From an optimization exercise on the open Yosys and OpenROAD flow, aimed at small area and a short achievable clock period; shortcuts taken in it are not production practice. No functional check of the RTL was part of any run shown here.

==> flow/design.v, too long to show whole: its modules and the start of the top module <==
// module izhikevich_neuron: 1045 lines
module izhikevich_neuron #(parameter DT = 16'h0100)
(
    input wire clk,
    input wire rst,
    input wire [15:0] I,
    output reg spike
);
  // ...
==> flow/run.sh <==
#!/bin/bash
# synth_recipe.tcl (not shown) runs the flow's synth.tcl, then flattens the netlist and writes it again
# the make line also repeats each setting of config.mk as NAME=value (left out here)
make -C /OpenROAD-flow-scripts/flow DESIGN_CONFIG=/design/flow/config.mk WORK_HOME=/design/flow/orfs CLKGATE_MAP_FILE= SYNTH_SCRIPT=/design/flow/synth_recipe.tcl finish
==> flow/config.mk <==
export PLATFORM = sky130hd
export DESIGN_NAME = izhikevich_neuron
export DESIGN_NICKNAME = izhikevich_neuron
export VERILOG_FILES = /design/flow/design.v
export SDC_FILE = /design/flow/constraint.sdc
export NUM_CORES = 4
export LEC_CHECK = 0
export CAP_MARGIN = 20
export CORE_MARGIN = 2
export CORE_UTILIZATION = 40
export PLACE_DENSITY = 0.6
export SETUP_SLACK_MARGIN = 5
export SLEW_MARGIN = 20
==> flow/constraint.sdc <==
create_clock -name core_clock -period 12.0 [get_ports {clk}]
set_input_delay 2.4000 -clock core_clock [delete_from_list [all_inputs] [get_ports {clk}]]
set_output_delay 2.4000 -clock core_clock [all_outputs]
set_load 0.01 [all_outputs]
==> impl_metrics.env, run 1 <==
export IMPL_outcome="timing/DRC/antenna clean"
export IMPL_area_growth_syn_to_layout_pct=17.6
export IMPL_grt_met1_usage_pct=26.4
export IMPL_seq_area_um2=865
export IMPL_synthMuxAreaShare_pct=0.120
export IMPL_rrSetupSlack_ps=4260
export IMPL_cts_made_buffers=5
export IMPL_maxCapViolCount=0
export IMPL_whs_path_depth=2
export IMPL_largestClassByArea="multi-input combinational cells"
export IMPL_hp_class="reg2reg"
export IMPL_end_kind="flop"
export IMPL_synth_top_area_share_pct=35.6
export IMPL_multi_input_area_share_pct=72.4
export IMPL_min_to="u[15]$_DFF_PP0_"
export IMPL_nMultiInputCombCells=643
export IMPL_clockNetworkAreaShare_pct=1.42
export IMPL_nNonClkInverters=183
export IMPL_r2r_end="v[11]$_DFF_PP1_"
export IMPL_wl_met2_mm=9.71
export IMPL_setup_viol=0
export IMPL_slew_headroom_pct=56.6
export IMPL_clk_latency_ps=290
export IMPL_cp_endpoint="v[11]$_DFF_PP1_"
export IMPL_clk_path_buf_depth=2
export IMPL_gr_usage_met3_pct=2.61
export IMPL_worstSetupPathType="reg2reg"
export IMPL_grt_pass1_wl_mm=32.7
export IMPL_final_cell_mix="inv_1, fa_1, ha_1"
export IMPL_grt_pass1_vias=6370
export IMPL_dp_cells=1148
==> run 2, diff against run 1 <==
==> flow/design.v (replaced) <==
module izhikevich_neuron #(parameter DT = 16'h0100)
(
    input wire clk,
    input wire rst,
    input wire [15:0] I,
    output reg spike
);
    reg [15:0] v, u;
    wire sp = ~v[15] & (v[14:0] >= 15'd7680);
  wire pp1 = v[0] & v[1];
  wire pp2 = v[0] & v[2];
  wire pp3 = v[0] & v[3];
  wire pp4 = v[0] & v[4];
  wire pp5 = v[0] & v[5];
  wire pp6 = v[0] & v[6];
  wire pp7 = v[0] & v[7];
  wire pp8 = v[0] & v[8];
  wire pp9 = v[0] & v[9];
  wire pp10 = v[0] & v[10];
  wire pp11 = v[0] & v[11];
  wire pp12 = v[0] & v[12];
  wire pp13 = v[0] & v[13];
  wire pp14 = v[0] & v[14];
  wire pp15 = v[1] & v[2];
  wire pp16 = v[1] & v[3];
  wire pp17 = v[1] & v[4];
  wire pp18 = v[1] & v[5];
  wire pp19 = v[1] & v[6];
  wire pp20 = v[1] & v[7];
  wire pp21 = v[1] & v[8];
  wire pp22 = v[1] & v[9];
  wire pp23 = v[1] & v[10];
  wire pp24 = v[1] & v[11];
  wire pp25 = v[1] & v[12];
  wire pp26 = v[1] & v[13];
  wire pp27 = v[1] & v[14];
  wire pp28 = v[2] & v[3];
  wire pp29 = v[2] & v[4];
  wire pp30 = v[2] & v[5];
  wire pp31 = v[2] & v[6];
  wire pp32 = v[2] & v[7];
  wire pp33 = v[2] & v[8];
  wire pp34 = v[2] & v[9];
  wire pp35 = v[2] & v[10];
  wire pp36 = v[2] & v[11];
  wire pp37 = v[2] & v[12];
  wire pp38 = v[2] & v[13];
  wire pp39 = v[2] & v[14];
  wire pp40 = v[3] & v[4];
  wire pp41 = v[3] & v[5];
  wire pp42 = v[3] & v[6];
  wire pp43 = v[3] & v[7];
  wire pp44 = v[3] & v[8];
  wire pp45 = v[3] & v[9];
  wire pp46 = v[3] & v[10];
  wire pp47 = v[3] & v[11];
  wire pp48 = v[3] & v[12];
  wire pp49 = v[3] & v[13];
  wire pp50 = v[3] & v[14];
  wire pp51 = v[4] & v[5];
  wire pp52 = v[4] & v[6];
  wire pp53 = v[4] & v[7];
  wire pp54 = v[4] & v[8];
  wire pp55 = v[4] & v[9];
  wire pp56 = v[4] & v[10];
  wire pp57 = v[4] & v[11];
  wire pp58 = v[4] & v[12];
  wire pp59 = v[4] & v[13];
  wire pp60 = v[4] & v[14];
  wire pp61 = v[5] & v[6];
  wire pp62 = v[5] & v[7];
  wire pp63 = v[5] & v[8];
  wire pp64 = v[5] & v[9];
  wire pp65 = v[5] & v[10];
  wire pp66 = v[5] & v[11];
  wire pp67 = v[5] & v[12];
  wire pp68 = v[5] & v[13];
  wire pp69 = v[5] & v[14];
  wire pp70 = v[6] & v[7];
  wire pp71 = v[6] & v[8];
  wire pp72 = v[6] & v[9];
  wire pp73 = v[6] & v[10];
  wire pp74 = v[6] & v[11];
  wire pp75 = v[6] & v[12];
  wire pp76 = v[6] & v[13];
  wire pp77 = v[6] & v[14];
  wire pp78 = v[7] & v[8];
  wire pp79 = v[7] & v[9];
  wire pp80 = v[7] & v[10];
  wire pp81 = v[7] & v[11];
  wire pp82 = v[7] & v[12];
  wire pp83 = v[7] & v[13];
  wire pp84 = v[7] & v[14];
  wire pp85 = v[8] & v[9];
  wire pp86 = v[8] & v[10];
  wire pp87 = v[8] & v[11];
  wire pp88 = v[8] & v[12];
  wire pp89 = v[8] & v[13];
  wire pp90 = v[8] & v[14];
  wire pp91 = v[9] & v[10];
  wire pp92 = v[9] & v[11];
  wire pp93 = v[9] & v[12];
  wire pp94 = v[9] & v[13];
  wire pp95 = v[10] & v[11];
  wire pp96 = v[10] & v[12];
  wire pn97 = ~(v[15] & v[0]);
  wire pn98 = ~(v[15] & v[1]);
  wire pn99 = ~(v[15] & v[2]);
  wire pn100 = ~(v[15] & v[3]);
  wire pn101 = ~(v[15] & v[4]);
  wire pn102 = ~(v[15] & v[5]);
  wire pn103 = ~(v[15] & v[6]);
  wire pn104 = ~(v[15] & v[7]);
  wire qs105 = 1'b1 ^ v[8];
  wire qc106 = 1'b1 & v[8];
  wire qs107 = v[6] ^ pp11;
  wire qc108 = v[6] & pp11;
  wire qs109 = pp12 ^ pp24;
  wire qc110 = pp12 & pp24;
  wire qs111 = v[7] ^ pp13 ^ pp25;
  wire qc112 = (v[7] & pp13) | (v[7] & pp25) | (pp13 & pp25);
  wire qs113 = pp36 ^ pp46;
  wire qc114 = pp36 & pp46;
  wire qs115 = pp14 ^ pp26 ^ pp37;
  wire qc116 = (pp14 & pp26) | (pp14 & pp37) | (pp26 & pp37);
  wire qs117 = pp47 ^ pp56;
  wire qc118 = pp47 & pp56;
  wire qs119 = pp27 ^ pp38 ^ pp48;
  wire qc120 = (pp27 & pp38) | (pp27 & pp48) | (pp38 & pp48);
  wire qs121 = pp57 ^ pp65 ^ pp72;
  wire qc122 = (pp57 & pp65) | (pp57 & pp72) | (pp65 & pp72);
  wire qs123 = pp78 ^ pn97;
  wire qc124 = pp78 & pn97;
  wire qs125 = pp39 ^ pp49 ^ pp58;
  wire qc126 = (pp39 & pp49) | (pp39 & pp58) | (pp49 & pp58);
  wire qs127 = pp66 ^ pp73 ^ pp79;
  wire qc128 = (pp66 & pp73) | (pp66 & pp79) | (pp73 & pp79);
  wire qs129 = pn98 ^ qc106;
  wire qc130 = pn98 & qc106;
  wire qs131 = v[9] ^ pp50 ^ pp59;
  wire qc132 = (v[9] & pp50) | (v[9] & pp59) | (pp50 & pp59);
  wire qs133 = pp67 ^ pp74 ^ pp80;
  wire qc134 = (pp67 & pp74) | (pp67 & pp80) | (pp74 & pp80);
  wire qs135 = pp85 ^ pn99;
  wire qc136 = pp85 & pn99;
  wire qs137 = pp60 ^ pp68 ^ pp75;
  wire qc138 = (pp60 & pp68) | (pp60 & pp75) | (pp68 & pp75);
  wire qs139 = pp81 ^ pp86;
  wire qc140 = pp81 & pp86;
  wire qs141 = v[10] ^ pp69 ^ pp76;
  wire qc142 = (v[10] & pp69) | (v[10] & pp76) | (pp69 & pp76);
  wire qs143 = pp82 ^ pp87;
  wire qc144 = pp82 & pp87;
  wire qs145 = pp77 ^ pp83;
  wire qc146 = pp77 & pp83;
  wire qs147 = v[11] ^ pp84;
  wire qc148 = v[11] & pp84;
  wire qs149 = v[4] ^ pp7;
  wire qc150 = v[4] & pp7;
  wire qs151 = pp8 ^ pp20;
  wire qc152 = pp8 & pp20;
  wire qs153 = v[5] ^ pp9 ^ pp21;
  wire qc154 = (v[5] & pp9) | (v[5] & pp21) | (pp9 & pp21);
  wire qs155 = pp32 ^ pp42;
  wire qc156 = pp32 & pp42;
  wire qs157 = pp10 ^ pp22 ^ pp33;
  wire qc158 = (pp10 & pp22) | (pp10 & pp33) | (pp22 & pp33);
  wire qs159 = pp43 ^ pp52;
  wire qc160 = pp43 & pp52;
  wire qs161 = pp23 ^ pp34 ^ pp44;
  wire qc162 = (pp23 & pp34) | (pp23 & pp44) | (pp34 & pp44);
  wire qs163 = pp53 ^ pp61 ^ qs107;
  wire qc164 = (pp53 & pp61) | (pp53 & qs107) | (pp61 & qs107);
  wire qs165 = pp35 ^ pp45 ^ pp54;
  wire qc166 = (pp35 & pp45) | (pp35 & pp54) | (pp45 & pp54);
  wire qs167 = pp62 ^ qc108 ^ qs109;
  wire qc168 = (pp62 & qc108) | (pp62 & qs109) | (qc108 & qs109);
  wire qs169 = pp55 ^ pp63 ^ pp70;
  wire qc170 = (pp55 & pp63) | (pp55 & pp70) | (pp63 & pp70);
  wire qs171 = qc110 ^ qs113 ^ qs111;
  wire qc172 = (qc110 & qs113) | (qc110 & qs111) | (qs113 & qs111);
  wire qs173 = pp64 ^ pp71 ^ qc114;
  wire qc174 = (pp64 & pp71) | (pp64 & qc114) | (pp71 & qc114);
  wire qs175 = qs117 ^ qc112 ^ qs115;
  wire qc176 = (qs117 & qc112) | (qs117 & qs115) | (qc112 & qs115);
  wire qs177 = qs105 ^ qc118 ^ qs123;
  wire qc178 = (qs105 & qc118) | (qs105 & qs123) | (qc118 & qs123);
  wire qs179 = qc116 ^ qs119 ^ qs121;
  wire qc180 = (qc116 & qs119) | (qc116 & qs121) | (qs119 & qs121);
  wire qs181 = qc124 ^ qs129 ^ qc120;
  wire qc182 = (qc124 & qs129) | (qc124 & qc120) | (qs129 & qc120);
  wire qs183 = qc122 ^ qs125 ^ qs127;
  wire qc184 = (qc122 & qs125) | (qc122 & qs127) | (qs125 & qs127);
  wire qs185 = qs135 ^ qc130 ^ qc126;
  wire qc186 = (qs135 & qc130) | (qs135 & qc126) | (qc130 & qc126);
  wire qs187 = qc128 ^ qs131 ^ qs133;
  wire qc188 = (qc128 & qs131) | (qc128 & qs133) | (qs131 & qs133);
  wire qs189 = pn100 ^ qc136 ^ qs139;
  wire qc190 = (pn100 & qc136) | (pn100 & qs139) | (qc136 & qs139);
  wire qs191 = qc132 ^ qc134 ^ qs137;
  wire qc192 = (qc132 & qc134) | (qc132 & qs137) | (qc134 & qs137);
  wire qs193 = pp91 ^ pn101 ^ qc140;
  wire qc194 = (pp91 & pn101) | (pp91 & qc140) | (pn101 & qc140);
  wire qs195 = qs143 ^ qc138 ^ qs141;
  wire qc196 = (qs143 & qc138) | (qs143 & qs141) | (qc138 & qs141);
  wire qs197 = pp88 ^ pp92 ^ pn102;
  wire qc198 = (pp88 & pp92) | (pp88 & pn102) | (pp92 & pn102);
  wire qs199 = qc144 ^ qs145 ^ qc142;
  wire qc200 = (qc144 & qs145) | (qc144 & qc142) | (qs145 & qc142);
  wire qs201 = pp89 ^ pp93 ^ pp95;
  wire qc202 = (pp89 & pp93) | (pp89 & pp95) | (pp93 & pp95);
  wire qs203 = pn103 ^ qc146 ^ qs147;
  wire qc204 = (pn103 & qc146) | (pn103 & qs147) | (qc146 & qs147);
  wire qs205 = pp90 ^ pp94 ^ pp96;
  wire qc206 = (pp90 & pp94) | (pp90 & pp96) | (pp94 & pp96);
  wire qs207 = pn104 ^ qc148;
  wire qc208 = pn104 & qc148;
  wire qs209 = v[3] ^ pp5;
  wire qc210 = v[3] & pp5;
  wire qs211 = pp6 ^ pp18;
  wire qc212 = pp6 & pp18;
  wire qs213 = pp19 ^ pp30 ^ pp40;
  wire qc214 = (pp19 & pp30) | (pp19 & pp40) | (pp30 & pp40);
  wire qs215 = pp31 ^ pp41 ^ qc150;
  wire qc216 = (pp31 & pp41) | (pp31 & qc150) | (pp41 & qc150);
  wire qs217 = pp51 ^ qc152 ^ qs155;
  wire qc218 = (pp51 & qc152) | (pp51 & qs155) | (qc152 & qs155);
  wire qs219 = qc156 ^ qs159 ^ qc154;
  wire qc220 = (qc156 & qs159) | (qc156 & qc154) | (qs159 & qc154);
  wire qs221 = qc160 ^ qc158 ^ qs161;
  wire qc222 = (qc160 & qc158) | (qc160 & qs161) | (qc158 & qs161);
  wire qs223 = qc162 ^ qs165 ^ qc164;
  wire qc224 = (qc162 & qs165) | (qc162 & qc164) | (qs165 & qc164);
  wire qs225 = qc166 ^ qs169 ^ qc168;
  wire qc226 = (qc166 & qs169) | (qc166 & qc168) | (qs169 & qc168);
  wire qs227 = qc170 ^ qs173 ^ qc172;
  wire qc228 = (qc170 & qs173) | (qc170 & qc172) | (qs173 & qc172);
  wire qs229 = qc174 ^ qs177 ^ qc176;
  wire qc230 = (qc174 & qs177) | (qc174 & qc176) | (qs177 & qc176);
  wire qs231 = qc178 ^ qc180 ^ qs181;
  wire qc232 = (qc178 & qc180) | (qc178 & qs181) | (qc180 & qs181);
  wire qs233 = qc182 ^ qc184 ^ qs185;
  wire qc234 = (qc182 & qc184) | (qc182 & qs185) | (qc184 & qs185);
  wire qs235 = qs189 ^ qc186 ^ qc188;
  wire qc236 = (qs189 & qc186) | (qs189 & qc188) | (qc186 & qc188);
  wire qs237 = qc190 ^ qs193 ^ qc192;
  wire qc238 = (qc190 & qs193) | (qc190 & qc192) | (qs193 & qc192);
  wire qs239 = qs197 ^ qc194 ^ qc196;
  wire qc240 = (qs197 & qc194) | (qs197 & qc196) | (qc194 & qc196);
  wire qs241 = qc198 ^ qs201 ^ qs203;
  wire qc242 = (qc198 & qs201) | (qc198 & qs203) | (qs201 & qs203);
  wire qs243 = qc202 ^ qs205 ^ qs207;
  wire qc244 = (qc202 & qs205) | (qc202 & qs207) | (qs205 & qs207);
  wire qs245 = v[2] ^ pp3;
  wire qc246 = v[2] & pp3;
  wire qs247 = pp4 ^ pp16;
  wire qc248 = pp4 & pp16;
  wire qs249 = pp17 ^ pp28 ^ qs209;
  wire qc250 = (pp17 & pp28) | (pp17 & qs209) | (pp28 & qs209);
  wire qs251 = pp29 ^ qc210 ^ qs211;
  wire qc252 = (pp29 & qc210) | (pp29 & qs211) | (qc210 & qs211);
  wire qs253 = qc212 ^ qs149 ^ qs213;
  wire qc254 = (qc212 & qs149) | (qc212 & qs213) | (qs149 & qs213);
  wire qs255 = qs151 ^ qc214 ^ qs215;
  wire qc256 = (qs151 & qc214) | (qs151 & qs215) | (qc214 & qs215);
  wire qs257 = qs153 ^ qc216 ^ qs217;
  wire qc258 = (qs153 & qc216) | (qs153 & qs217) | (qc216 & qs217);
  wire qs259 = qs157 ^ qc218 ^ qs219;
  wire qc260 = (qs157 & qc218) | (qs157 & qs219) | (qc218 & qs219);
  wire qs261 = qs163 ^ qc220 ^ qs221;
  wire qc262 = (qs163 & qc220) | (qs163 & qs221) | (qc220 & qs221);
  wire qs263 = qs167 ^ qc222 ^ qs223;
  wire qc264 = (qs167 & qc222) | (qs167 & qs223) | (qc222 & qs223);
  wire qs265 = qs171 ^ qc224 ^ qs225;
  wire qc266 = (qs171 & qc224) | (qs171 & qs225) | (qc224 & qs225);
  wire qs267 = qs175 ^ qc226 ^ qs227;
  wire qc268 = (qs175 & qc226) | (qs175 & qs227) | (qc226 & qs227);
  wire qs269 = qs179 ^ qc228 ^ qs229;
  wire qc270 = (qs179 & qc228) | (qs179 & qs229) | (qc228 & qs229);
  wire qs271 = qs183 ^ qc230 ^ qs231;
  wire qc272 = (qs183 & qc230) | (qs183 & qs231) | (qc230 & qs231);
  wire qs273 = qs187 ^ qc232 ^ qs233;
  wire qc274 = (qs187 & qc232) | (qs187 & qs233) | (qc232 & qs233);
  wire qs275 = qs191 ^ qc234 ^ qs235;
  wire qc276 = (qs191 & qc234) | (qs191 & qs235) | (qc234 & qs235);
  wire qs277 = qs195 ^ qc236 ^ qs237;
  wire qc278 = (qs195 & qc236) | (qs195 & qs237) | (qc236 & qs237);
  wire qs279 = qs199 ^ qc238 ^ qs239;
  wire qc280 = (qs199 & qc238) | (qs199 & qs239) | (qc238 & qs239);
  wire qs281 = qc200 ^ qs241 ^ qc240;
  wire qc282 = (qc200 & qs241) | (qc200 & qc240) | (qs241 & qc240);
  wire qs283 = qc204 ^ qs243 ^ qc242;
  wire qc284 = (qc204 & qs243) | (qc204 & qc242) | (qs243 & qc242);
  wire ag285 = v[1] & pp1;
  wire ap286 = v[1] ^ pp1;
  wire ag287 = qs245 & pp15;
  wire ap288 = qs245 ^ pp15;
  wire ag289 = qc246 & qs247;
  wire ap290 = qc246 ^ qs247;
  wire ag291 = qc248 & qs249;
  wire ap292 = qc248 ^ qs249;
  wire ag293 = qc250 & qs251;
  wire ap294 = qc250 ^ qs251;
  wire ag295 = qc252 & qs253;
  wire ap296 = qc252 ^ qs253;
  wire ag297 = qc254 & qs255;
  wire ap298 = qc254 ^ qs255;
  wire ag299 = qc256 & qs257;
  wire ap300 = qc256 ^ qs257;
  wire ag301 = qc258 & qs259;
  wire ap302 = qc258 ^ qs259;
  wire ag303 = qc260 & qs261;
  wire ap304 = qc260 ^ qs261;
  wire ag305 = qc262 & qs263;
  wire ap306 = qc262 ^ qs263;
  wire ag307 = qc264 & qs265;
  wire ap308 = qc264 ^ qs265;
  wire ag309 = qc266 & qs267;
  wire ap310 = qc266 ^ qs267;
  wire ag311 = qc268 & qs269;
  wire ap312 = qc268 ^ qs269;
  wire ag313 = qc270 & qs271;
  wire ap314 = qc270 ^ qs271;
  wire ag315 = qc272 & qs273;
  wire ap316 = qc272 ^ qs273;
  wire ag317 = qc274 & qs275;
  wire ap318 = qc274 ^ qs275;
  wire ag319 = qc276 & qs277;
  wire ap320 = qc276 ^ qs277;
  wire ag321 = qc278 & qs279;
  wire ap322 = qc278 ^ qs279;
  wire ag323 = qc280 & qs281;
  wire ap324 = qc280 ^ qs281;
  wire ag325 = qc282 & qs283;
  wire ap326 = qc282 ^ qs283;
  wire aG327 = pp2 & ag285;
  wire aP328 = pp2 & ap286;
  wire aG329 = ag289 | (ap290 & ag287);
  wire aP330 = ap290 & ap288;
  wire aG331 = ag293 | (ap294 & ag291);
  wire aP332 = ap294 & ap292;
  wire aG333 = ag297 | (ap298 & ag295);
  wire aP334 = ap298 & ap296;
  wire aG335 = ag301 | (ap302 & ag299);
  wire aP336 = ap302 & ap300;
  wire aG337 = ag305 | (ap306 & ag303);
  wire aP338 = ap306 & ap304;
  wire aG339 = ag309 | (ap310 & ag307);
  wire aP340 = ap310 & ap308;
  wire aG341 = ag313 | (ap314 & ag311);
  wire aP342 = ap314 & ap312;
  wire aG343 = ag317 | (ap318 & ag315);
  wire aP344 = ap318 & ap316;
  wire aG345 = ag321 | (ap322 & ag319);
  wire aP346 = ap322 & ap320;
  wire aG347 = ag325 | (ap326 & ag323);
  wire aP348 = ap326 & ap324;
  wire aG349 = ag291 | (ap292 & aG329);
  wire aP350 = ap292 & aP330;
  wire aG351 = aG331 | (aP332 & aG329);
  wire aP352 = aP332 & aP330;
  wire aG353 = ag299 | (ap300 & aG333);
  wire aP354 = ap300 & aP334;
  wire aG355 = aG335 | (aP336 & aG333);
  wire aP356 = aP336 & aP334;
  wire aG357 = ag307 | (ap308 & aG337);
  wire aP358 = ap308 & aP338;
  wire aG359 = aG339 | (aP340 & aG337);
  wire aP360 = aP340 & aP338;
  wire aG361 = ag315 | (ap316 & aG341);
  wire aP362 = ap316 & aP342;
  wire aG363 = aG343 | (aP344 & aG341);
  wire aP364 = aP344 & aP342;
  wire aG365 = ag323 | (ap324 & aG345);
  wire aP366 = ap324 & aP346;
  wire aG367 = aG347 | (aP348 & aG345);
  wire aP368 = aP348 & aP346;
  wire aG369 = ag287 | (ap288 & aG327);
  wire aP370 = ap288 & aP328;
  wire aG371 = aG329 | (aP330 & aG327);
  wire aP372 = aP330 & aP328;
  wire aG373 = aG349 | (aP350 & aG327);
  wire aP374 = aP350 & aP328;
  wire aG375 = aG351 | (aP352 & aG327);
  wire aP376 = aP352 & aP328;
  wire aG377 = ag303 | (ap304 & aG355);
  wire aP378 = ap304 & aP356;
  wire aG379 = aG337 | (aP338 & aG355);
  wire aP380 = aP338 & aP356;
  wire aG381 = aG357 | (aP358 & aG355);
  wire aP382 = aP358 & aP356;
  wire aG383 = aG359 | (aP360 & aG355);
  wire aP384 = aP360 & aP356;
  wire aG385 = ag319 | (ap320 & aG363);
  wire aP386 = ap320 & aP364;
  wire aG387 = aG345 | (aP346 & aG363);
  wire aP388 = aP346 & aP364;
  wire aG389 = aG365 | (aP366 & aG363);
  wire aP390 = aP366 & aP364;
  wire aG391 = aG367 | (aP368 & aG363);
  wire aP392 = aP368 & aP364;
  wire aG393 = ag295 | (ap296 & aG375);
  wire aP394 = ap296 & aP376;
  wire aG395 = aG333 | (aP334 & aG375);
  wire aP396 = aP334 & aP376;
  wire aG397 = aG353 | (aP354 & aG375);
  wire aP398 = aP354 & aP376;
  wire aG399 = aG355 | (aP356 & aG375);
  wire aP400 = aP356 & aP376;
  wire aG401 = aG377 | (aP378 & aG375);
  wire aP402 = aP378 & aP376;
  wire aG403 = aG379 | (aP380 & aG375);
  wire aP404 = aP380 & aP376;
  wire aG405 = aG381 | (aP382 & aG375);
  wire aP406 = aP382 & aP376;
  wire aG407 = aG383 | (aP384 & aG375);
  wire aP408 = aP384 & aP376;
  wire aG409 = ag311 | (ap312 & aG407);
  wire aP410 = ap312 & aP408;
  wire aG411 = aG341 | (aP342 & aG407);
  wire aP412 = aP342 & aP408;
  wire aG413 = aG361 | (aP362 & aG407);
  wire aP414 = aP362 & aP408;
  wire aG415 = aG363 | (aP364 & aG407);
  wire aP416 = aP364 & aP408;
  wire aG417 = aG385 | (aP386 & aG407);
  wire aP418 = aP386 & aP408;
  wire aG419 = aG387 | (aP388 & aG407);
  wire aP420 = aP388 & aP408;
  wire aG421 = aG389 | (aP390 & aG407);
  wire aP422 = aP390 & aP408;
  wire aG423 = aG391 | (aP392 & aG407);
  wire aP424 = aP392 & aP408;
  wire as425 = ap296 ^ aG375;
  wire as426 = ap298 ^ aG393;
  wire as427 = ap300 ^ aG395;
  wire as428 = ap302 ^ aG397;
  wire as429 = ap304 ^ aG399;
  wire as430 = ap306 ^ aG401;
  wire as431 = ap308 ^ aG403;
  wire as432 = ap310 ^ aG405;
  wire as433 = ap312 ^ aG407;
  wire as434 = ap314 ^ aG409;
  wire as435 = ap316 ^ aG411;
  wire as436 = ap318 ^ aG413;
  wire as437 = ap320 ^ aG415;
  wire as438 = ap322 ^ aG417;
  wire as439 = ap324 ^ aG419;
  wire as440 = ap326 ^ aG421;
  wire [15:0] vsq = {as440, as439, as438, as437, as436, as435, as434, as433, as432, as431, as430, as429, as428, as427, as426, as425};
  wire [15:0] x;
  assign x[0] = u[0];
  wire xg441 = v[0] & ~u[1];
  wire xp442 = v[0] ^ ~u[1];
  wire xg443 = v[1] & ~u[2];
  wire xp444 = v[1] ^ ~u[2];
  wire xg445 = v[2] & ~u[3];
  wire xp446 = v[2] ^ ~u[3];
  wire xg447 = v[3] & ~u[4];
  wire xp448 = v[3] ^ ~u[4];
  wire xg449 = v[4] & ~u[5];
  wire xp450 = v[4] ^ ~u[5];
  wire xg451 = v[5] & ~u[6];
  wire xp452 = v[5] ^ ~u[6];
  wire xg453 = v[6] & ~u[7];
  wire xp454 = v[6] ^ ~u[7];
  wire xg455 = v[7] & ~u[8];
  wire xp456 = v[7] ^ ~u[8];
  wire xg457 = v[8] & ~u[9];
  wire xp458 = v[8] ^ ~u[9];
  wire xg459 = v[9] & ~u[10];
  wire xp460 = v[9] ^ ~u[10];
  wire xg461 = v[10] & ~u[11];
  wire xp462 = v[10] ^ ~u[11];
  wire xg463 = v[11] & ~u[12];
  wire xp464 = v[11] ^ ~u[12];
  wire xg465 = v[12] & ~u[13];
  wire xp466 = v[12] ^ ~u[13];
  wire xg467 = v[13] & ~u[14];
  wire xp468 = v[13] ^ ~u[14];
  wire xg469 = v[14] & ~u[15];
  wire xp470 = v[14] ^ ~u[15];
  wire xG471 = xg441 | (xp442 & ~u[0]);
  wire xP472 = xp442 & 1'b0;
  wire xG473 = xg445 | (xp446 & xg443);
  wire xP474 = xp446 & xp444;
  wire xG475 = xg449 | (xp450 & xg447);
  wire xP476 = xp450 & xp448;
  wire xG477 = xg453 | (xp454 & xg451);
  wire xP478 = xp454 & xp452;
  wire xG479 = xg457 | (xp458 & xg455);
  wire xP480 = xp458 & xp456;
  wire xG481 = xg461 | (xp462 & xg459);
  wire xP482 = xp462 & xp460;
  wire xG483 = xg465 | (xp466 & xg463);
  wire xP484 = xp466 & xp464;
  wire xG485 = xg469 | (xp470 & xg467);
  wire xP486 = xp470 & xp468;
  wire xG487 = xG473 | (xP474 & xG471);
  wire xP488 = xP474 & xP472;
  wire xG489 = xG477 | (xP478 & xG475);
  wire xP490 = xP478 & xP476;
  wire xG491 = xG481 | (xP482 & xG479);
  wire xP492 = xP482 & xP480;
  wire xG493 = xG485 | (xP486 & xG483);
  wire xP494 = xP486 & xP484;
  wire xG495 = xG489 | (xP490 & xG487);
  wire xP496 = xP490 & xP488;
  wire xG497 = xG493 | (xP494 & xG491);
  wire xP498 = xP494 & xP492;
  wire xG499 = xG497 | (xP498 & xG495);
  wire xP500 = xP498 & xP496;
  wire xG501 = xG491 | (xP492 & xG495);
  wire xP502 = xP492 & xP496;
  wire xG503 = xG475 | (xP476 & xG487);
  wire xP504 = xP476 & xP488;
  wire xG505 = xG479 | (xP480 & xG495);
  wire xP506 = xP480 & xP496;
  wire xG507 = xG483 | (xP484 & xG501);
  wire xP508 = xP484 & xP502;
  wire xG509 = xg443 | (xp444 & xG471);
  wire xP510 = xp444 & xP472;
  wire xG511 = xg447 | (xp448 & xG487);
  wire xP512 = xp448 & xP488;
  wire xG513 = xg451 | (xp452 & xG503);
  wire xP514 = xp452 & xP504;
  wire xG515 = xg455 | (xp456 & xG495);
  wire xP516 = xp456 & xP496;
  wire xG517 = xg459 | (xp460 & xG505);
  wire xP518 = xp460 & xP506;
  wire xG519 = xg463 | (xp464 & xG501);
  wire xP520 = xp464 & xP502;
  wire xG521 = xg467 | (xp468 & xG507);
  wire xP522 = xp468 & xP508;
  wire xs523 = xp442 ^ ~u[0];
  wire xs524 = xp444 ^ xG471;
  wire xs525 = xp446 ^ xG509;
  wire xs526 = xp448 ^ xG487;
  wire xs527 = xp450 ^ xG511;
  wire xs528 = xp452 ^ xG503;
  wire xs529 = xp454 ^ xG513;
  wire xs530 = xp456 ^ xG495;
  wire xs531 = xp458 ^ xG515;
  wire xs532 = xp460 ^ xG505;
  wire xs533 = xp462 ^ xG517;
  wire xs534 = xp464 ^ xG501;
  wire xs535 = xp466 ^ xG519;
  wire xs536 = xp468 ^ xG507;
  wire xs537 = xp470 ^ xG521;
  assign x[15:1] = {xs537, xs536, xs535, xs534, xs533, xs532, xs531, xs530, xs529, xs528, xs527, xs526, xs525, xs524, xs523};
  wire ws538 = x[0] ^ I[0];
  wire wc539 = x[0] & I[0];
  wire ws540 = x[1] ^ I[1] ^ vsq[1];
  wire wc541 = (x[1] & I[1]) | (x[1] & vsq[1]) | (I[1] & vsq[1]);
  wire ws542 = v[0] ^ x[2] ^ I[2];
  wire wc543 = (v[0] & x[2]) | (v[0] & I[2]) | (x[2] & I[2]);
  wire ws544 = vsq[2] ^ vsq[4];
  wire wc545 = vsq[2] & vsq[4];
  wire ws546 = v[1] ^ x[3] ^ I[3];
  wire wc547 = (v[1] & x[3]) | (v[1] & I[3]) | (x[3] & I[3]);
  wire ws548 = vsq[3] ^ vsq[5] ^ vsq[8];
  wire wc549 = (vsq[3] & vsq[5]) | (vsq[3] & vsq[8]) | (vsq[5] & vsq[8]);
  wire ws550 = v[2] ^ x[4] ^ I[4];
  wire wc551 = (v[2] & x[4]) | (v[2] & I[4]) | (x[4] & I[4]);
  wire ws552 = vsq[4] ^ vsq[6] ^ vsq[9];
  wire wc553 = (vsq[4] & vsq[6]) | (vsq[4] & vsq[9]) | (vsq[6] & vsq[9]);
  wire ws554 = v[3] ^ x[5] ^ I[5];
  wire wc555 = (v[3] & x[5]) | (v[3] & I[5]) | (x[5] & I[5]);
  wire ws556 = vsq[5] ^ vsq[7] ^ vsq[10];
  wire wc557 = (vsq[5] & vsq[7]) | (vsq[5] & vsq[10]) | (vsq[7] & vsq[10]);
  wire ws558 = v[4] ^ x[6] ^ I[6];
  wire wc559 = (v[4] & x[6]) | (v[4] & I[6]) | (x[6] & I[6]);
  wire ws560 = vsq[6] ^ vsq[8] ^ vsq[11];
  wire wc561 = (vsq[6] & vsq[8]) | (vsq[6] & vsq[11]) | (vsq[8] & vsq[11]);
  wire ws562 = v[5] ^ x[7] ^ I[7];
  wire wc563 = (v[5] & x[7]) | (v[5] & I[7]) | (x[7] & I[7]);
  wire ws564 = vsq[7] ^ vsq[9] ^ vsq[12];
  wire wc565 = (vsq[7] & vsq[9]) | (vsq[7] & vsq[12]) | (vsq[9] & vsq[12]);
  wire ws566 = v[6] ^ x[8] ^ I[8];
  wire wc567 = (v[6] & x[8]) | (v[6] & I[8]) | (x[8] & I[8]);
  wire ws568 = vsq[8] ^ vsq[10] ^ vsq[13];
  wire wc569 = (vsq[8] & vsq[10]) | (vsq[8] & vsq[13]) | (vsq[10] & vsq[13]);
  wire ws570 = v[7] ^ x[9] ^ I[9];
  wire wc571 = (v[7] & x[9]) | (v[7] & I[9]) | (x[9] & I[9]);
  wire ws572 = vsq[9] ^ vsq[11] ^ vsq[14];
  wire wc573 = (vsq[9] & vsq[11]) | (vsq[9] & vsq[14]) | (vsq[11] & vsq[14]);
  wire ws574 = v[8] ^ x[10] ^ I[10];
  wire wc575 = (v[8] & x[10]) | (v[8] & I[10]) | (x[10] & I[10]);
  wire ws576 = vsq[10] ^ vsq[12] ^ ~vsq[15];
  wire wc577 = (vsq[10] & vsq[12]) | (vsq[10] & ~vsq[15]) | (vsq[12] & ~vsq[15]);
  wire ws578 = 1'b1 ^ v[9] ^ x[11];
  wire wc579 = (1'b1 & v[9]) | (1'b1 & x[11]) | (v[9] & x[11]);
  wire ws580 = I[11] ^ vsq[11] ^ vsq[13];
  wire wc581 = (I[11] & vsq[11]) | (I[11] & vsq[13]) | (vsq[11] & vsq[13]);
  wire ws582 = v[10] ^ x[12] ^ I[12];
  wire wc583 = (v[10] & x[12]) | (v[10] & I[12]) | (x[12] & I[12]);
  wire ws584 = vsq[12] ^ vsq[14];
  wire wc585 = vsq[12] & vsq[14];
  wire ws586 = 1'b1 ^ v[11] ^ x[13];
  wire wc587 = (1'b1 & v[11]) | (1'b1 & x[13]) | (v[11] & x[13]);
  wire ws588 = I[13] ^ vsq[13] ^ ~vsq[15];
  wire wc589 = (I[13] & vsq[13]) | (I[13] & ~vsq[15]) | (vsq[13] & ~vsq[15]);
  wire ws590 = 1'b1 ^ v[12] ^ x[14];
  wire wc591 = (1'b1 & v[12]) | (1'b1 & x[14]) | (v[12] & x[14]);
  wire ws592 = I[14] ^ vsq[14];
  wire wc593 = I[14] & vsq[14];
  wire ws594 = 1'b1 ^ v[13] ^ x[15];
  wire wc595 = (1'b1 & v[13]) | (1'b1 & x[15]) | (v[13] & x[15]);
  wire ws596 = I[15] ^ ~vsq[15];
  wire wc597 = I[15] & ~vsq[15];
  wire ws598 = ws538 ^ vsq[0];
  wire wc599 = ws538 & vsq[0];
  wire ws600 = wc539 ^ vsq[3] ^ vsq[6];
  wire wc601 = (wc539 & vsq[3]) | (wc539 & vsq[6]) | (vsq[3] & vsq[6]);
  wire ws602 = ws542 ^ vsq[7] ^ ws544;
  wire wc603 = (ws542 & vsq[7]) | (ws542 & ws544) | (vsq[7] & ws544);
  wire ws604 = wc543 ^ ws546 ^ wc545;
  wire wc605 = (wc543 & ws546) | (wc543 & wc545) | (ws546 & wc545);
  wire ws606 = wc547 ^ ws550 ^ wc549;
  wire wc607 = (wc547 & ws550) | (wc547 & wc549) | (ws550 & wc549);
  wire ws608 = wc551 ^ ws554 ^ wc553;
  wire wc609 = (wc551 & ws554) | (wc551 & wc553) | (ws554 & wc553);
  wire ws610 = wc555 ^ ws558 ^ wc557;
  wire wc611 = (wc555 & ws558) | (wc555 & wc557) | (ws558 & wc557);
  wire ws612 = wc559 ^ ws562 ^ wc561;
  wire wc613 = (wc559 & ws562) | (wc559 & wc561) | (ws562 & wc561);
  wire ws614 = wc563 ^ ws566 ^ wc565;
  wire wc615 = (wc563 & ws566) | (wc563 & wc565) | (ws566 & wc565);
  wire ws616 = wc567 ^ ws570 ^ wc569;
  wire wc617 = (wc567 & ws570) | (wc567 & wc569) | (ws570 & wc569);
  wire ws618 = wc571 ^ ws574 ^ wc573;
  wire wc619 = (wc571 & ws574) | (wc571 & wc573) | (ws574 & wc573);
  wire ws620 = ws578 ^ wc575 ^ wc577;
  wire wc621 = (ws578 & wc575) | (ws578 & wc577) | (wc575 & wc577);
  wire ws622 = wc579 ^ ws582 ^ ws584;
  wire wc623 = (wc579 & ws582) | (wc579 & ws584) | (ws582 & ws584);
  wire ws624 = ws586 ^ wc583 ^ wc585;
  wire wc625 = (ws586 & wc583) | (ws586 & wc585) | (wc583 & wc585);
  wire ws626 = wc587 ^ ws590 ^ ws592;
  wire wc627 = (wc587 & ws590) | (wc587 & ws592) | (ws590 & ws592);
  wire ws628 = wc591 ^ ws594 ^ wc593;
  wire wc629 = (wc591 & ws594) | (wc591 & wc593) | (ws594 & wc593);
  wire ws630 = vsq[2] ^ vsq[5];
  wire wc631 = vsq[2] & vsq[5];
  wire ws632 = wc599 ^ ws600 ^ ws540;
  wire wc633 = (wc599 & ws600) | (wc599 & ws540) | (ws600 & ws540);
  wire ws634 = wc601 ^ wc541 ^ ws602;
  wire wc635 = (wc601 & wc541) | (wc601 & ws602) | (wc541 & ws602);
  wire ws636 = ws548 ^ wc603 ^ ws604;
  wire wc637 = (ws548 & wc603) | (ws548 & ws604) | (wc603 & ws604);
  wire ws638 = ws552 ^ wc605 ^ ws606;
  wire wc639 = (ws552 & wc605) | (ws552 & ws606) | (wc605 & ws606);
  wire ws640 = ws556 ^ wc607 ^ ws608;
  wire wc641 = (ws556 & wc607) | (ws556 & ws608) | (wc607 & ws608);
  wire ws642 = ws560 ^ wc609 ^ ws610;
  wire wc643 = (ws560 & wc609) | (ws560 & ws610) | (wc609 & ws610);
  wire ws644 = ws564 ^ wc611 ^ ws612;
  wire wc645 = (ws564 & wc611) | (ws564 & ws612) | (wc611 & ws612);
  wire ws646 = ws568 ^ wc613 ^ ws614;
  wire wc647 = (ws568 & wc613) | (ws568 & ws614) | (wc613 & ws614);
  wire ws648 = ws572 ^ wc615 ^ ws616;
  wire wc649 = (ws572 & wc615) | (ws572 & ws616) | (wc615 & ws616);
  wire ws650 = ws576 ^ wc617 ^ ws618;
  wire wc651 = (ws576 & wc617) | (ws576 & ws618) | (wc617 & ws618);
  wire ws652 = ws580 ^ wc619 ^ ws620;
  wire wc653 = (ws580 & wc619) | (ws580 & ws620) | (wc619 & ws620);
  wire ws654 = wc581 ^ ws622 ^ wc621;
  wire wc655 = (wc581 & ws622) | (wc581 & wc621) | (ws622 & wc621);
  wire ws656 = ws588 ^ wc623 ^ ws624;
  wire wc657 = (ws588 & wc623) | (ws588 & ws624) | (wc623 & ws624);
  wire ws658 = wc589 ^ wc625 ^ ws626;
  wire wc659 = (wc589 & wc625) | (wc589 & ws626) | (wc625 & ws626);
  wire ws660 = ws596 ^ wc627 ^ ws628;
  wire wc661 = (ws596 & wc627) | (ws596 & ws628) | (wc627 & ws628);
  wire bg662 = vsq[0] & vsq[3];
  wire bp663 = vsq[0] ^ vsq[3];
  wire bg664 = vsq[1] & vsq[4];
  wire bp665 = vsq[1] ^ vsq[4];
  wire bg666 = ws630 & ws598;
  wire bp667 = ws630 ^ ws598;
  wire bg668 = wc631 & ws632;
  wire bp669 = wc631 ^ ws632;
  wire bg670 = wc633 & ws634;
  wire bp671 = wc633 ^ ws634;
  wire bg672 = wc635 & ws636;
  wire bp673 = wc635 ^ ws636;
  wire bg674 = wc637 & ws638;
  wire bp675 = wc637 ^ ws638;
  wire bg676 = wc639 & ws640;
  wire bp677 = wc639 ^ ws640;
  wire bg678 = wc641 & ws642;
  wire bp679 = wc641 ^ ws642;
  wire bg680 = wc643 & ws644;
  wire bp681 = wc643 ^ ws644;
  wire bg682 = wc645 & ws646;
  wire bp683 = wc645 ^ ws646;
  wire bg684 = wc647 & ws648;
  wire bp685 = wc647 ^ ws648;
  wire bg686 = wc649 & ws650;
  wire bp687 = wc649 ^ ws650;
  wire bg688 = wc651 & ws652;
  wire bp689 = wc651 ^ ws652;
  wire bg690 = wc653 & ws654;
  wire bp691 = wc653 ^ ws654;
  wire bg692 = wc655 & ws656;
  wire bp693 = wc655 ^ ws656;
  wire bg694 = wc657 & ws658;
  wire bp695 = wc657 ^ ws658;
  wire bg696 = wc659 & ws660;
  wire bp697 = wc659 ^ ws660;
  wire bG698 = bg666 | (bp667 & bg664);
  wire bP699 = bp667 & bp665;
  wire bG700 = bg670 | (bp671 & bg668);
  wire bP701 = bp671 & bp669;
  wire bG702 = bg674 | (bp675 & bg672);
  wire bP703 = bp675 & bp673;
  wire bG704 = bg678 | (bp679 & bg676);
  wire bP705 = bp679 & bp677;
  wire bG706 = bg682 | (bp683 & bg680);
  wire bP707 = bp683 & bp681;
  wire bG708 = bg686 | (bp687 & bg684);
  wire bP709 = bp687 & bp685;
  wire bG710 = bg690 | (bp691 & bg688);
  wire bP711 = bp691 & bp689;
  wire bG712 = bg694 | (bp695 & bg692);
  wire bP713 = bp695 & bp693;
  wire bG714 = bg668 | (bp669 & bG698);
  wire bP715 = bp669 & bP699;
  wire bG716 = bG700 | (bP701 & bG698);
  wire bP717 = bP701 & bP699;
  wire bG718 = bg676 | (bp677 & bG702);
  wire bP719 = bp677 & bP703;
  wire bG720 = bG704 | (bP705 & bG702);
  wire bP721 = bP705 & bP703;
  wire bG722 = bg684 | (bp685 & bG706);
  wire bP723 = bp685 & bP707;
  wire bG724 = bG708 | (bP709 & bG706);
  wire bP725 = bP709 & bP707;
  wire bG726 = bg692 | (bp693 & bG710);
  wire bP727 = bp693 & bP711;
  wire bG728 = bG712 | (bP713 & bG710);
  wire bP729 = bP713 & bP711;
  wire bG730 = bg664 | (bp665 & bg662);
  wire bP731 = bp665 & bp663;
  wire bG732 = bG698 | (bP699 & bg662);
  wire bP733 = bP699 & bp663;
  wire bG734 = bG714 | (bP715 & bg662);
  wire bP735 = bP715 & bp663;
  wire bG736 = bG716 | (bP717 & bg662);
  wire bP737 = bP717 & bp663;
  wire bG738 = bg680 | (bp681 & bG720);
  wire bP739 = bp681 & bP721;
  wire bG740 = bG706 | (bP707 & bG720);
  wire bP741 = bP707 & bP721;
  wire bG742 = bG722 | (bP723 & bG720);
  wire bP743 = bP723 & bP721;
  wire bG744 = bG724 | (bP725 & bG720);
  wire bP745 = bP725 & bP721;
  wire bG746 = bg696 | (bp697 & bG728);
  wire bP747 = bp697 & bP729;
  wire bG748 = bg672 | (bp673 & bG736);
  wire bP749 = bp673 & bP737;
  wire bG750 = bG702 | (bP703 & bG736);
  wire bP751 = bP703 & bP737;
  wire bG752 = bG718 | (bP719 & bG736);
  wire bP753 = bP719 & bP737;
  wire bG754 = bG720 | (bP721 & bG736);
  wire bP755 = bP721 & bP737;
  wire bG756 = bG738 | (bP739 & bG736);
  wire bP757 = bP739 & bP737;
  wire bG758 = bG740 | (bP741 & bG736);
  wire bP759 = bP741 & bP737;
  wire bG760 = bG742 | (bP743 & bG736);
  wire bP761 = bP743 & bP737;
  wire bG762 = bG744 | (bP745 & bG736);
  wire bP763 = bP745 & bP737;
  wire bG764 = bg688 | (bp689 & bG762);
  wire bP765 = bp689 & bP763;
  wire bG766 = bG710 | (bP711 & bG762);
  wire bP767 = bP711 & bP763;
  wire bG768 = bG726 | (bP727 & bG762);
  wire bP769 = bP727 & bP763;
  wire bG770 = bG728 | (bP729 & bG762);
  wire bP771 = bP729 & bP763;
  wire bG772 = bG746 | (bP747 & bG762);
  wire bP773 = bP747 & bP763;
  wire bs774 = bp667 ^ bG730;
  wire bs775 = bp669 ^ bG732;
  wire bs776 = bp671 ^ bG734;
  wire bs777 = bp673 ^ bG736;
  wire bs778 = bp675 ^ bG748;
  wire bs779 = bp677 ^ bG750;
  wire bs780 = bp679 ^ bG752;
  wire bs781 = bp681 ^ bG754;
  wire bs782 = bp683 ^ bG756;
  wire bs783 = bp685 ^ bG758;
  wire bs784 = bp687 ^ bG760;
  wire bs785 = bp689 ^ bG762;
  wire bs786 = bp691 ^ bG764;
  wire bs787 = bp693 ^ bG766;
  wire bs788 = bp695 ^ bG768;
  wire bs789 = bp697 ^ bG770;
  wire [15:0] vn = {bs789, bs788, bs787, bs786, bs785, bs784, bs783, bs782, bs781, bs780, bs779, bs778, bs777, bs776, bs775, bs774};
  wire [15:0] xg = x & {16{~sp}};
  wire ys790 = 1'b1 ^ u[7];
  wire yc791 = 1'b1 & u[7];
  wire ys792 = 1'b1 ^ u[8];
  wire yc793 = 1'b1 & u[8];
  wire ys794 = 1'b1 ^ u[9];
  wire yc795 = 1'b1 & u[9];
  wire ys796 = 1'b1 ^ u[10];
  wire yc797 = 1'b1 & u[10];
  wire ys798 = u[11] ^ sp;
  wire yc799 = u[11] & sp;
  wire ys800 = u[0] ^ xg[2];
  wire yc801 = u[0] & xg[2];
  wire ys802 = u[1] ^ xg[3] ^ xg[5];
  wire yc803 = (u[1] & xg[3]) | (u[1] & xg[5]) | (xg[3] & xg[5]);
  wire ys804 = u[2] ^ xg[4] ^ xg[6];
  wire yc805 = (u[2] & xg[4]) | (u[2] & xg[6]) | (xg[4] & xg[6]);
  wire ys806 = u[3] ^ xg[5] ^ xg[7];
  wire yc807 = (u[3] & xg[5]) | (u[3] & xg[7]) | (xg[5] & xg[7]);
  wire ys808 = u[4] ^ xg[6] ^ xg[8];
  wire yc809 = (u[4] & xg[6]) | (u[4] & xg[8]) | (xg[6] & xg[8]);
  wire ys810 = u[5] ^ xg[7] ^ xg[9];
  wire yc811 = (u[5] & xg[7]) | (u[5] & xg[9]) | (xg[7] & xg[9]);
  wire ys812 = u[6] ^ xg[8] ^ xg[10];
  wire yc813 = (u[6] & xg[8]) | (u[6] & xg[10]) | (xg[8] & xg[10]);
  wire ys814 = ys790 ^ xg[9] ^ xg[11];
  wire yc815 = (ys790 & xg[9]) | (ys790 & xg[11]) | (xg[9] & xg[11]);
  wire ys816 = yc791 ^ ys792 ^ xg[10];
  wire yc817 = (yc791 & ys792) | (yc791 & xg[10]) | (ys792 & xg[10]);
  wire ys818 = yc793 ^ ys794 ^ xg[11];
  wire yc819 = (yc793 & ys794) | (yc793 & xg[11]) | (ys794 & xg[11]);
  wire ys820 = yc795 ^ ys796 ^ xg[12];
  wire yc821 = (yc795 & ys796) | (yc795 & xg[12]) | (ys796 & xg[12]);
  wire ys822 = yc797 ^ ys798 ^ xg[13];
  wire yc823 = (yc797 & ys798) | (yc797 & xg[13]) | (ys798 & xg[13]);
  wire ys824 = 1'b1 ^ u[12] ^ yc799;
  wire yc825 = (1'b1 & u[12]) | (1'b1 & yc799) | (u[12] & yc799);
  wire ys826 = xg[0] ^ xg[2];
  wire yc827 = xg[0] & xg[2];
  wire ys828 = xg[1] ^ xg[3] ^ xg[7];
  wire yc829 = (xg[1] & xg[3]) | (xg[1] & xg[7]) | (xg[3] & xg[7]);
  wire ys830 = xg[4] ^ xg[8] ^ ys800;
  wire yc831 = (xg[4] & xg[8]) | (xg[4] & ys800) | (xg[8] & ys800);
  wire ys832 = xg[9] ^ yc801 ^ ys802;
  wire yc833 = (xg[9] & yc801) | (xg[9] & ys802) | (yc801 & ys802);
  wire ys834 = xg[10] ^ yc803 ^ ys804;
  wire yc835 = (xg[10] & yc803) | (xg[10] & ys804) | (yc803 & ys804);
  wire ys836 = xg[11] ^ yc805 ^ ys806;
  wire yc837 = (xg[11] & yc805) | (xg[11] & ys806) | (yc805 & ys806);
  wire ys838 = xg[12] ^ yc807 ^ ys808;
  wire yc839 = (xg[12] & yc807) | (xg[12] & ys808) | (yc807 & ys808);
  wire ys840 = xg[13] ^ yc809 ^ ys810;
  wire yc841 = (xg[13] & yc809) | (xg[13] & ys810) | (yc809 & ys810);
  wire ys842 = xg[14] ^ yc811 ^ ys812;
  wire yc843 = (xg[14] & yc811) | (xg[14] & ys812) | (yc811 & ys812);
  wire ys844 = ~xg[15] ^ yc813 ^ ys814;
  wire yc845 = (~xg[15] & yc813) | (~xg[15] & ys814) | (yc813 & ys814);
  wire ys846 = xg[12] ^ yc815 ^ ys816;
  wire yc847 = (xg[12] & yc815) | (xg[12] & ys816) | (yc815 & ys816);
  wire ys848 = xg[13] ^ yc817 ^ ys818;
  wire yc849 = (xg[13] & yc817) | (xg[13] & ys818) | (yc817 & ys818);
  wire ys850 = xg[14] ^ yc819 ^ ys820;
  wire yc851 = (xg[14] & yc819) | (xg[14] & ys820) | (yc819 & ys820);
  wire ys852 = ~xg[15] ^ yc821 ^ ys822;
  wire yc853 = (~xg[15] & yc821) | (~xg[15] & ys822) | (yc821 & ys822);
  wire ys854 = ys824 ^ xg[14] ^ yc823;
  wire yc855 = (ys824 & xg[14]) | (ys824 & yc823) | (xg[14] & yc823);
  wire ys856 = u[13] ^ yc825 ^ ~xg[15];
  wire yc857 = (u[13] & yc825) | (u[13] & ~xg[15]) | (yc825 & ~xg[15]);
  wire ys858 = 1'b1 ^ u[14];
  wire yc859 = 1'b1 & u[14];
  wire ys860 = 1'b1 ^ u[15];
  wire yc861 = 1'b1 & u[15];
  wire cg862 = xg[0] & xg[4];
  wire cp863 = xg[0] ^ xg[4];
  wire cg864 = xg[1] & xg[5];
  wire cp865 = xg[1] ^ xg[5];
  wire cg866 = ys826 & xg[6];
  wire cp867 = ys826 ^ xg[6];
  wire cg868 = yc827 & ys828;
  wire cp869 = yc827 ^ ys828;
  wire cg870 = yc829 & ys830;
  wire cp871 = yc829 ^ ys830;
  wire cg872 = yc831 & ys832;
  wire cp873 = yc831 ^ ys832;
  wire cg874 = yc833 & ys834;
  wire cp875 = yc833 ^ ys834;
  wire cg876 = yc835 & ys836;
  wire cp877 = yc835 ^ ys836;
  wire cg878 = yc837 & ys838;
  wire cp879 = yc837 ^ ys838;
  wire cg880 = yc839 & ys840;
  wire cp881 = yc839 ^ ys840;
  wire cg882 = yc841 & ys842;
  wire cp883 = yc841 ^ ys842;
  wire cg884 = yc843 & ys844;
  wire cp885 = yc843 ^ ys844;
  wire cg886 = yc845 & ys846;
  wire cp887 = yc845 ^ ys846;
  wire cg888 = yc847 & ys848;
  wire cp889 = yc847 ^ ys848;
  wire cg890 = yc849 & ys850;
  wire cp891 = yc849 ^ ys850;
  wire cg892 = yc851 & ys852;
  wire cp893 = yc851 ^ ys852;
  wire cg894 = yc853 & ys854;
  wire cp895 = yc853 ^ ys854;
  wire cg896 = yc855 & ys856;
  wire cp897 = yc855 ^ ys856;
  wire cg898 = yc857 & ys858;
  wire cp899 = yc857 ^ ys858;
  wire cg900 = yc859 & ys860;
  wire cp901 = yc859 ^ ys860;
  wire cG902 = cg864 | (cp865 & cg862);
  wire cP903 = cp865 & cp863;
  wire cG904 = cg868 | (cp869 & cg866);
  wire cP905 = cp869 & cp867;
  wire cG906 = cg872 | (cp873 & cg870);
  wire cP907 = cp873 & cp871;
  wire cG908 = cg876 | (cp877 & cg874);
  wire cP909 = cp877 & cp875;
  wire cG910 = cg880 | (cp881 & cg878);
  wire cP911 = cp881 & cp879;
  wire cG912 = cg884 | (cp885 & cg882);
  wire cP913 = cp885 & cp883;
  wire cG914 = cg888 | (cp889 & cg886);
  wire cP915 = cp889 & cp887;
  wire cG916 = cg892 | (cp893 & cg890);
  wire cP917 = cp893 & cp891;
  wire cG918 = cg896 | (cp897 & cg894);
  wire cP919 = cp897 & cp895;
  wire cG920 = cg900 | (cp901 & cg898);
  wire cP921 = cp901 & cp899;
  wire cG922 = cG904 | (cP905 & cG902);
  wire cP923 = cP905 & cP903;
  wire cG924 = cG908 | (cP909 & cG906);
  wire cP925 = cP909 & cP907;
  wire cG926 = cG912 | (cP913 & cG910);
  wire cP927 = cP913 & cP911;
  wire cG928 = cG916 | (cP917 & cG914);
  wire cP929 = cP917 & cP915;
  wire cG930 = cG920 | (cP921 & cG918);
  wire cP931 = cP921 & cP919;
  wire cG932 = cG926 | (cP927 & cG924);
  wire cP933 = cP927 & cP925;
  wire cG934 = cG930 | (cP931 & cG928);
  wire cP935 = cP931 & cP929;
  wire cG936 = cG932 | (cP933 & cG922);
  wire cP937 = cP933 & cP923;
  wire cG938 = cG934 | (cP935 & cG936);
  wire cP939 = cP935 & cP937;
  wire cG940 = cG924 | (cP925 & cG922);
  wire cP941 = cP925 & cP923;
  wire cG942 = cG928 | (cP929 & cG936);
  wire cP943 = cP929 & cP937;
  wire cG944 = cG906 | (cP907 & cG922);
  wire cP945 = cP907 & cP923;
  wire cG946 = cG910 | (cP911 & cG940);
  wire cP947 = cP911 & cP941;
  wire cG948 = cG914 | (cP915 & cG936);
  wire cP949 = cP915 & cP937;
  wire cG950 = cG918 | (cP919 & cG942);
  wire cP951 = cP919 & cP943;
  wire cG952 = cg866 | (cp867 & cG902);
  wire cP953 = cp867 & cP903;
  wire cG954 = cg870 | (cp871 & cG922);
  wire cP955 = cp871 & cP923;
  wire cG956 = cg874 | (cp875 & cG944);
  wire cP957 = cp875 & cP945;
  wire cG958 = cg878 | (cp879 & cG940);
  wire cP959 = cp879 & cP941;
  wire cG960 = cg882 | (cp883 & cG946);
  wire cP961 = cp883 & cP947;
  wire cG962 = cg886 | (cp887 & cG936);
  wire cP963 = cp887 & cP937;
  wire cG964 = cg890 | (cp891 & cG948);
  wire cP965 = cp891 & cP949;
  wire cG966 = cg894 | (cp895 & cG942);
  wire cP967 = cp895 & cP943;
  wire cG968 = cg898 | (cp899 & cG950);
  wire cP969 = cp899 & cP951;
  wire cs970 = cp871 ^ cG922;
  wire cs971 = cp873 ^ cG954;
  wire cs972 = cp875 ^ cG944;
  wire cs973 = cp877 ^ cG956;
  wire cs974 = cp879 ^ cG940;
  wire cs975 = cp881 ^ cG958;
  wire cs976 = cp883 ^ cG946;
  wire cs977 = cp885 ^ cG960;
  wire cs978 = cp887 ^ cG936;
  wire cs979 = cp889 ^ cG962;
  wire cs980 = cp891 ^ cG948;
  wire cs981 = cp893 ^ cG964;
  wire cs982 = cp895 ^ cG942;
  wire cs983 = cp897 ^ cG966;
  wire cs984 = cp899 ^ cG950;
  wire cs985 = cp901 ^ cG968;
  wire [15:0] un = {cs985, cs984, cs983, cs982, cs981, cs980, cs979, cs978, cs977, cs976, cs975, cs974, cs973, cs972, cs971, cs970};
    always @(posedge clk or posedge rst) begin
        if (rst) begin
            v <= 16'hBF00;
            u <= 16'h0000;
            spike <= 1'b0;
        end else begin
            v <= sp ? 16'hBF00 : vn;
            u <= un;
            spike <= sp;
        end
    end
endmodule
--- a/flow/config.mk
+++ b/flow/config.mk
@@ -4,10 +4,9 @@
 export VERILOG_FILES = /design/flow/design.v
 export SDC_FILE = /design/flow/constraint.sdc
 export NUM_CORES = 4
 export LEC_CHECK = 0
 export CAP_MARGIN = 20
 export CORE_MARGIN = 2
 export CORE_UTILIZATION = 40
 export PLACE_DENSITY = 0.6
-export SETUP_SLACK_MARGIN = 5
 export SLEW_MARGIN = 20
==> run 2 against run 1 <==
Compared with the run above:
- critical endpoint is now v[15]$_DFF_PP1_
- largest cell class unchanged
- synthesized area shrank 1.7%
- worst setup slack worse by 730 ps
- global-route usage is 0.69 points lower
- synthesized cell count is 3.8% lower
- fmax shrank 8.6%
==> impl_metrics.env, run 2 <==
export IMPL_period_share_pct=70.6
export IMPL_htree_num_levels=2
export IMPL_placementRows=52
export IMPL_reg_top3="u: 16 flops, v: 16 flops, spike: 1 flops"
export IMPL_synthTopCellsByArea="fa_1, ha_1, inv_1"
export IMPL_syn_instance_count=843
export IMPL_hold_ws_ps=592
export IMPL_whs_path_depth=2
export IMPL_synthTopCellsByCount="inv_1, fa_1, ha_1, and2_1"
export IMPL_post_cts_buffers=0
export IMPL_worst_path_most_repeated_cell="fa_1"
export IMPL_critPathRequiredTime_ps=12220
export IMPL_cp_num_buf_inv=3
export IMPL_io_pins=19
export IMPL_drtAntennaViolNets=0
export IMPL_met1_length_mm=8.34
export IMPL_coreArea_um2=20200
export IMPL_port_buffers=18
export IMPL_rrSetupSlack_ps=3530
export IMPL_yosys_register_bits=33
export IMPL_critPathMaxFanout=12
export IMPL_fin_nets=1128
export IMPL_synth_edf_count=0
export IMPL_grt_pass1_vias=5983
export IMPL_clk_path_buf_depth=2
export IMPL_cts_made_buffers=5
export IMPL_viasPerCell=4.88
export IMPL_layout_commonest_cell="inv_1"
export IMPL_worst_slack_ps=3530
export IMPL_die_area_um2=21600
export IMPL_syn_area_um2=8180
export IMPL_antenna_cells=0
export IMPL_arrival_ps=8690
export IMPL_routed_wl_mm=18.4
export IMPL_async_reset_ff_share_pct=100
export IMPL_via_count=5492
export IMPL_slew_headroom_pct=46.6
export IMPL_hpwlAfterDp_mm=15.5
export IMPL_maxCapViolCount=0
export IMPL_yosysTopAreaCell="fa_1"
export IMPL_clock_fmax_ghz=0.118
export IMPL_cts_resized=0
export IMPL_wl_per_cell_um=16.4
export IMPL_die_h_um=147
export IMPL_yosysMostFrequentCell="inv_1"
export IMPL_slew_viol_final=0
export IMPL_synth_warnings=1
export IMPL_worstSetupPathType="reg2reg"
export IMPL_max_stage_delay_ps=720
export IMPL_end_kind="flop"
export IMPL_outcome="timing/DRC/antenna clean"
export IMPL_grt_pass1_wl_mm=31.1
export IMPL_finalWeightedCongestion=0.869
export IMPL_fin_setup_tns_ps=0
export IMPL_placed_cell_area_um2=8660
export IMPL_antenna_found_initial=0
export IMPL_ys_seq_area_share_pct=10.2
export IMPL_drtIter0Drc=267
export IMPL_grt_max_degree=34
export IMPL_overflow=0
export IMPL_dpl_worst_slack_ps=3460
export IMPL_synth_ff_type="dfrtp_1"
export IMPL_wl_met2_mm=9.12
export IMPL_dr_pass1_iters=4
export IMPL_initial_core_util_pct=40.6
export IMPL_dp_cells=1117
export IMPL_cts_sinks=33
export IMPL_drive_gt1_share_pct=3.04
export IMPL_skew_ps=7.31
export IMPL_slowest_stage="dfrtp_1"
export IMPL_die_w_um=147
export IMPL_synth_top_area_share_pct=38.6
export IMPL_clk_pin_slew_worst_paths_ps=60
export IMPL_rsz0062_at_grt="false"
export IMPL_cts_root_buf="clkbuf_16"
export IMPL_finish_instance_area_um2=8800
export IMPL_hp_class="reg2reg"
export IMPL_clk_latency_ps=290
export IMPL_final_cell_mix="inv_1, fa_1, ha_1"
export IMPL_track_usage_pct=18.5
export IMPL_area_growth_syn_to_layout_pct=7.51
export IMPL_wl_met3_um=745
export IMPL_fin_crit_ps=8470
export IMPL_critPathTopFamily="adder cells"
export IMPL_synth_nets=1117
export IMPL_hold_viol_final=0
export IMPL_top_layer="met4"
export IMPL_worst_slew_pin_slew_ps=802
export IMPL_crit_cells=25
export IMPL_fin_cells=1125
export IMPL_timing_reg2reg_worst_path_depth=25
export IMPL_yosysUniqueCellTypes=56
export IMPL_cp_start_kind="flop"
export IMPL_drc_errors=0
export IMPL_holdBufCountCts=0
export IMPL_setup_viol=0
export IMPL_postLayoutCoreUtil_pct=43.6
export IMPL_postSynthAreaPerCell_um2=9.71
export IMPL_tritoncts="yes"
-- run 2: area by class of cell --
| type | count | area [um2] |
|---|---|---|
| Clock inverter | 2 | 10.0 |
| Sequential cell | 33 | 835 |
| Multi-Input combinational cell | 609 | 6590 |
| Clock buffer | 6 | 129 |
| Tap cell | 270 | 338 |
| Timing Repair Buffer | 21 | 203 |
| Inverter | 184 | 691 |
| Fill cell | 2023 | 11400 |
-- run 2: logic make-up (layout without fill, tap and decap cells) --
family | count (synthesis) | after routing | share of synthesized area [%]
DFF | 33 | 33 | 10.2
and+or+nand+nor | 205 | 205 | 12.5
adders and majority gates | 256 | 256 | 53.6
buffers and inverters | 201 | 213 | 9.23
muxes | 2 | 2 | 0.306
xor gates and xnor gates | 57 | 57 | 6.27
AOI/OAI and AO/OA | 89 | 89 | 7.84
-- run 2: worst min-delay path, stage by stage, from the launching register on --
cell and delay, ps:
dfrtp_1 320, inv_1 90, xnor2_1 140
-- run 2: metal layers --
metal	vias up	global-route usage (%)
met5	-	0
met4	0	2.84
met3	18	1.65
met2	83	32.1
met1	2767	25.8
li1	2624	-
-- run 2: worst paths after layout --
path	startpoint	endpoint
setup / recovery	v[7]$_DFF_PP0_	v[15]$_DFF_PP1_
hold / removal	u[14]$_DFF_PP0_	u[15]$_DFF_PP0_
setup reg to reg	v[7]$_DFF_PP0_	v[15]$_DFF_PP1_
hold reg to reg	u[14]$_DFF_PP0_	u[15]$_DFF_PP0_
max in group asynchronous	rst	v[8]$_DFF_PP1_
min in group asynchronous	rst	u[10]$_DFF_PP0_

## static timing again, ports no longer ideal
In the flow no input, the clock included, has a driving cell. The finished layouts below were timed again as built, in two steps.
Step 1 sets driving cells, clkbuf_16 on the clock port and buf_2 on the other inputs (assumed; they add their load-dependent delay and slew).
Step 2 times the ports against the registers' clock, not the clock port: input delays grow and output delays shrink by t, the midpoint of the rising clock arrivals with the driver on.
Slacks: ideal / step 1 / step 2; pairs: ideal / step 1.
run | shift t [ns] | setup WS [ns] | worst register clock-pin slew, ns | worst slew at a driven data input, ns
run 1 | 0.317 | 4.257 / 4.257 / 4.257 | 0.06 / 0.06 | 0.03
run 2 | 0.321 | 3.526 / 3.526 / 3.526 | 0.06 / 0.06 | 0.03
After both steps setup and hold are still met in every run listed.
